This is an optimization exercise on Yosys and OpenROAD, whose aim is small area, not a production implementation. Function was checked by simulation only, so behaviour that the tests miss may differ from the original. Power and IR drop assume default switching activity.

run A:
// top_vga
module top_vga(
    input clk_65M,
    input clear,
    input game_on,
    input game_start,
    output H_sync,
    output V_sync,
    input move_left,
    input move_right,
    input move_up,
    input move_down,
    input fire_in,
    output reg [3:0]VGA_red,
    output reg [3:0]VGA_green,
    output reg [3:0]VGA_blue,
    output [5:0] brom_ball_addr,
    input [0:63] brom_ball_data,
    output [8:0] brom_count_addr,
    input [0:31] brom_count_data,
    output [7:0] brom_thumb_addr,
    input [0:255] brom_thumb_data,
    output [7:0] brom_thumbup_addr,
    input [0:255] brom_thumbup_data,
    output [7:0] brom_devil_addr,
    input [0:63] brom_devil_data
    );
    reg [10:0] hc;
    reg [9:0]  vc;
    wire h_end = hc[10] & hc[8] & (&hc[5:0]);           
    wire v_end = vc[9] & vc[8] & vc[5] & vc[2] & vc[0];  
    always @(posedge clk_65M)
        if (clear) begin
            hc <= 11'd0;
            vc <= 10'd0;
        end else begin
            hc <= h_end ? 11'd0 : hc + 11'd1;
            if (h_end)
                vc <= v_end ? 10'd0 : vc + 10'd1;
        end
    assign H_sync = (hc >= 11'd136);
    assign V_sync = (vc >= 10'd6);
    wire vid_on = (hc > 11'd296) && (hc < 11'd1320) && (vc > 10'd35) && (vc < 10'd803);
    wire refr = (hc == 11'd0) && (vc == 10'd0);
    reg [18:0] lf;
    wire en200 = (lf == 19'h0bf80);
    always @(posedge clk_65M)
        if (clear | en200)
            lf <= 19'd0;
        else
            lf <= {lf[17:0], ~(lf[18] ^ lf[17] ^ lf[16] ^ lf[13])};
    reg ff1, ff2, ff3;
    always @(posedge clk_65M)
        if (clear) begin
            ff1 <= 1'b0; ff2 <= 1'b0; ff3 <= 1'b0;
        end else if (en200) begin
            ff1 <= fire_in; ff2 <= ff1; ff3 <= ff2;
        end
    wire p_fire = ff1 & ff2 & ~ff3;
    reg gs;
    always @(posedge clk_65M)
        if (clear)
            gs <= 1'b1;
        else if (game_start)
            gs <= 1'b0;
        else if (!game_on)
            gs <= 1'b1;
    reg [9:0] sx, sy;
    wire on_floor = (sy >= 10'd745);
    wire at_wall  = (sx >= 10'd1001) || (sx <= 10'd180);
    wire mv_r = move_right && (sx < 10'd1001) && on_floor;
    wire mv_l = !mv_r && move_left && (sx > 10'd180) && on_floor;
    wire mv_d = !mv_r && !mv_l && move_down && !on_floor && at_wall;
  ...
Size: roughly 160 flip-flops.
==> flow/config.mk <==
export PLATFORM = sky130hd
export DESIGN_NAME = top_vga
export DESIGN_NICKNAME = top_vga
export VERILOG_FILES = /design/flow/design.v
export SDC_FILE = /design/flow/constraint.sdc
export NUM_CORES = 4
export LEC_CHECK = 0
export CAP_MARGIN = 20
export CORE_MARGIN = 2
export CORE_UTILIZATION = 40
export SLEW_MARGIN = 20
==> flow/constraint.sdc <==
create_clock -name core_clock -period 15.0 [get_ports {clk_65M}]
set_input_delay 3.0000 -clock core_clock [delete_from_list [all_inputs] [get_ports {clk_65M}]]
set_output_delay 3.0000 -clock core_clock [all_outputs]
set_load 0.01 [all_outputs]
standard.sh (not shown) runs the stock make flow with config.mk's settings and CLKGATE_MAP_FILE= SYNTH_SCRIPT=/design/flow/synth_recipe.tcl, a recipe that flattens the netlist after the stock synthesis.
==> flow/flow/run.sh <==
#!/bin/bash
# Layout flow: the standard ORFS flow (standard.sh), with changes that only
# make the cells smaller:
#  - synthesis maps the logic with an area-oriented ABC script (with a
#    time-limited &deepsyn pass) and leaves adders
#    to ABC instead of ORFS's fixed half/full-adder cells (registers are mapped
#    exactly as in the standard synthesis);
#  - the port buffers (and synthesis's pass-through buffers) use the smallest
#    buffer cell;
#  - the clock tree uses clkbuf_4 cells and no dummy loads.
set -euo pipefail
W="$(pwd)"
rm -rf "$W/scripts_area"
cp -r "$FLOW_HOME/scripts" "$W/scripts_area"
cp "$W/flow/abc_area_map.script" "$W/scripts_area/abc_speed.script"
bash "$W/standard.sh" SCRIPTS_DIR="$W/scripts_area" ADDER_MAP_FILE= \
    MIN_BUF_CELL_AND_PORTS="sky130_fd_sc_hd__buf_1 A X" \
    BUFFER_PORTS_ARGS="-buffer_cell sky130_fd_sc_hd__buf_1" \
    CTS_ARGS="-sink_clustering_enable -repair_clock_nets -dont_use_dummy_load -buf_list sky130_fd_sc_hd__clkbuf_4" \
    finish > "$W/standard_flow.log" 2>&1
==> flow/flow/abc_area_map.script <==
strash
&get -n
&fraig -x
&put
scorr
dc2
dretime
strash
&get -n
&deepsyn -T 180
&put
dc2
&get -n
&dch -f
&nf -a -R 1000
&put
strash
&get -n
&dch -f
&nf -a -R 1000
&put
Run A never completed, since it errored out during I/O pin placement (3_2_place_iop).
Modified inputs, run B compared to run A
- removing CORE_MARGIN (formerly 2)
- removing CORE_UTILIZATION (formerly 40)
- setting CORE_AREA to 5 5 285 285 for the first time
- setting DIE_AREA to 0 0 290 290 for the first time
diff --git a/flow/flow/run.sh b/flow/flow/run.sh
--- a/flow/flow/run.sh
+++ b/flow/flow/run.sh
@@ -9,3 +9,3 @@
 #    buffer cell;
-#  - the clock tree uses clkbuf_4 cells and no dummy loads.
+#  - the clock tree gets no dummy loads.
 set -euo pipefail
@@ -18,3 +18,3 @@
     BUFFER_PORTS_ARGS="-buffer_cell sky130_fd_sc_hd__buf_1" \
-    CTS_ARGS="-sink_clustering_enable -repair_clock_nets -dont_use_dummy_load -buf_list sky130_fd_sc_hd__clkbuf_4" \
+    CTS_ARGS="-sink_clustering_enable -repair_clock_nets -dont_use_dummy_load" \
     finish > "$W/standard_flow.log" 2>&1
==> results.txt <==
Relative to run A, the mean area per synthesized cell of run B is higher by 0.95%. Arithmetic-cell share of the synthesized area counting full adders, half adders and majority gates: run A vs run B, no meaningful difference. When run B is measured against run A, its starting utilization of the core area turns out 20 points lower. On width of the die: run B sits above run A. Taking run A as the reference, in run B number of rows in the core area moved up, area of the mapped netlist level, number of standard cells after synthesis moved down, xor and xnor fraction of the mapped netlist area level. Run B completed; timing, DRC and antenna clean. The flow ended early for run A: it failed with a tool error in I/O pin placement (3_2_place_iop).
--- input diff run B..run C ---
diff --git a/flow/flow/run.sh b/flow/flow/run.sh
--- a/flow/flow/run.sh
+++ b/flow/flow/run.sh
@@ -9,3 +9,3 @@
 #    buffer cell;
-#  - the clock tree gets no dummy loads.
+#  - the clock tree uses clkbuf_8 cells and no dummy loads.
 set -euo pipefail
@@ -18,3 +18,3 @@
     BUFFER_PORTS_ARGS="-buffer_cell sky130_fd_sc_hd__buf_1" \
-    CTS_ARGS="-sink_clustering_enable -repair_clock_nets -dont_use_dummy_load" \
+    CTS_ARGS="-sink_clustering_enable -repair_clock_nets -dont_use_dummy_load -buf_list sky130_fd_sc_hd__clkbuf_8" \
     finish > "$W/standard_flow.log" 2>&1
--- outcome ---
Compared run B against run C; fraction of the mapped netlist area in adder cells within noise. Sequential power in run C is about 2% lower than in run B. Going from run B to run C, routed metal-1 wire length increased by 0.79% relative to the old numbers, slew at the pin with the worst max-slew slack increased by 24 ps relative to the old numbers, tap cell count closely matched the old numbers. Comparing the two runs side by side, run C comes out behind run B on number of DRC markers after the initial detailed-route iteration. Comparing switching power share of the total for run C and run B, the bigger number came from run C. Number of CTS-inserted buffers came out exactly the same in run C and run B. Run B → run C: summed area of non-filler cells in the final layout went down 1.2%; detailed-route wire length went down 2.1%; met2 track utilization from global routing went down 0.39 points.
The following lists how run D was set up differently from run C:
diff --git a/flow/flow/run.sh b/flow/flow/run.sh
--- a/flow/flow/run.sh
+++ b/flow/flow/run.sh
@@ -9,3 +9,4 @@
 #    buffer cell;
-#  - the clock tree uses clkbuf_8 cells and no dummy loads.
+#  - the clock tree uses clkbuf_8 cells, at most 12 sinks per cluster and no
+#    dummy loads.
 set -euo pipefail
@@ -18,3 +19,3 @@
     BUFFER_PORTS_ARGS="-buffer_cell sky130_fd_sc_hd__buf_1" \
-    CTS_ARGS="-sink_clustering_enable -repair_clock_nets -dont_use_dummy_load -buf_list sky130_fd_sc_hd__clkbuf_8" \
+    CTS_ARGS="-sink_clustering_enable -repair_clock_nets -dont_use_dummy_load -sink_clustering_size 12 -buf_list sky130_fd_sc_hd__clkbuf_8" \
     finish > "$W/standard_flow.log" 2>&1
==> flow/flow/abc_area_map.script <==
strash
&get -n
&fraig -x
&put
scorr
dc2
dretime
strash
&get -n
&deepsyn -T 300
&put
dc2
&get -n
&dch -f
&nf -a -R 1000
&put
strash
&get -n
&dch -f
&nf -a -R 1000
&put
==> results.txt <==
- Diff run C -> run D | number of cells on the critical path | increase of 6
- Run D against run C: synthesized area stayed essentially flat; total power of the final layout rose by 4.0%; count of unique library cells instantiated by Yosys fell by 5.
- Against run C, final net count in run D rose by a few percent.
- Diff run C -> run D: global routing usage summed across all routing layers went down 0.32 points; worst path arrival time went down 430 ps; net switching power went up 7.7%.
- Delta(via count, run D - run C) > 0

[port drivers added, routing unchanged]
The results above use ideal ports. As a check the final layouts listed here were re-extracted and re-timed, cells and wires unchanged. Step 1, drivers: a clkbuf_16 drives clk_65M and a buf_2 each remaining input, both assumed. Step 2 adds t to the input delays and takes it off the output delays; t is the mean of the earliest and latest rising clock arrival at the registers after step 1. Input paths then give back, and output paths get back, about the clock's delay inside the block. Slacks: ideal ports / drivers / drivers and shift; pairs: ideal ports / drivers.
run | t (ns) | setup WS [ns] | hold slack, ns | worst slew at a driven data input, ns
run B | 0.538 | 5.355 / 5.268 / 5.268 | 0.460 / 0.460 / 0.460 | 0.34
run C | 0.570 | 4.987 / 4.940 / 4.940 | 0.460 / 0.460 / 0.460 | 0.33
run D | 0.570 | 5.415 / 5.363 / 5.517 | 0.445 / 0.445 / 0.445 | 0.32
After both steps setup and hold are still met in every run listed. The setup slack of run B, which loses most, moves by -0.087 ns with the drivers and by -0.087 ns with both steps.
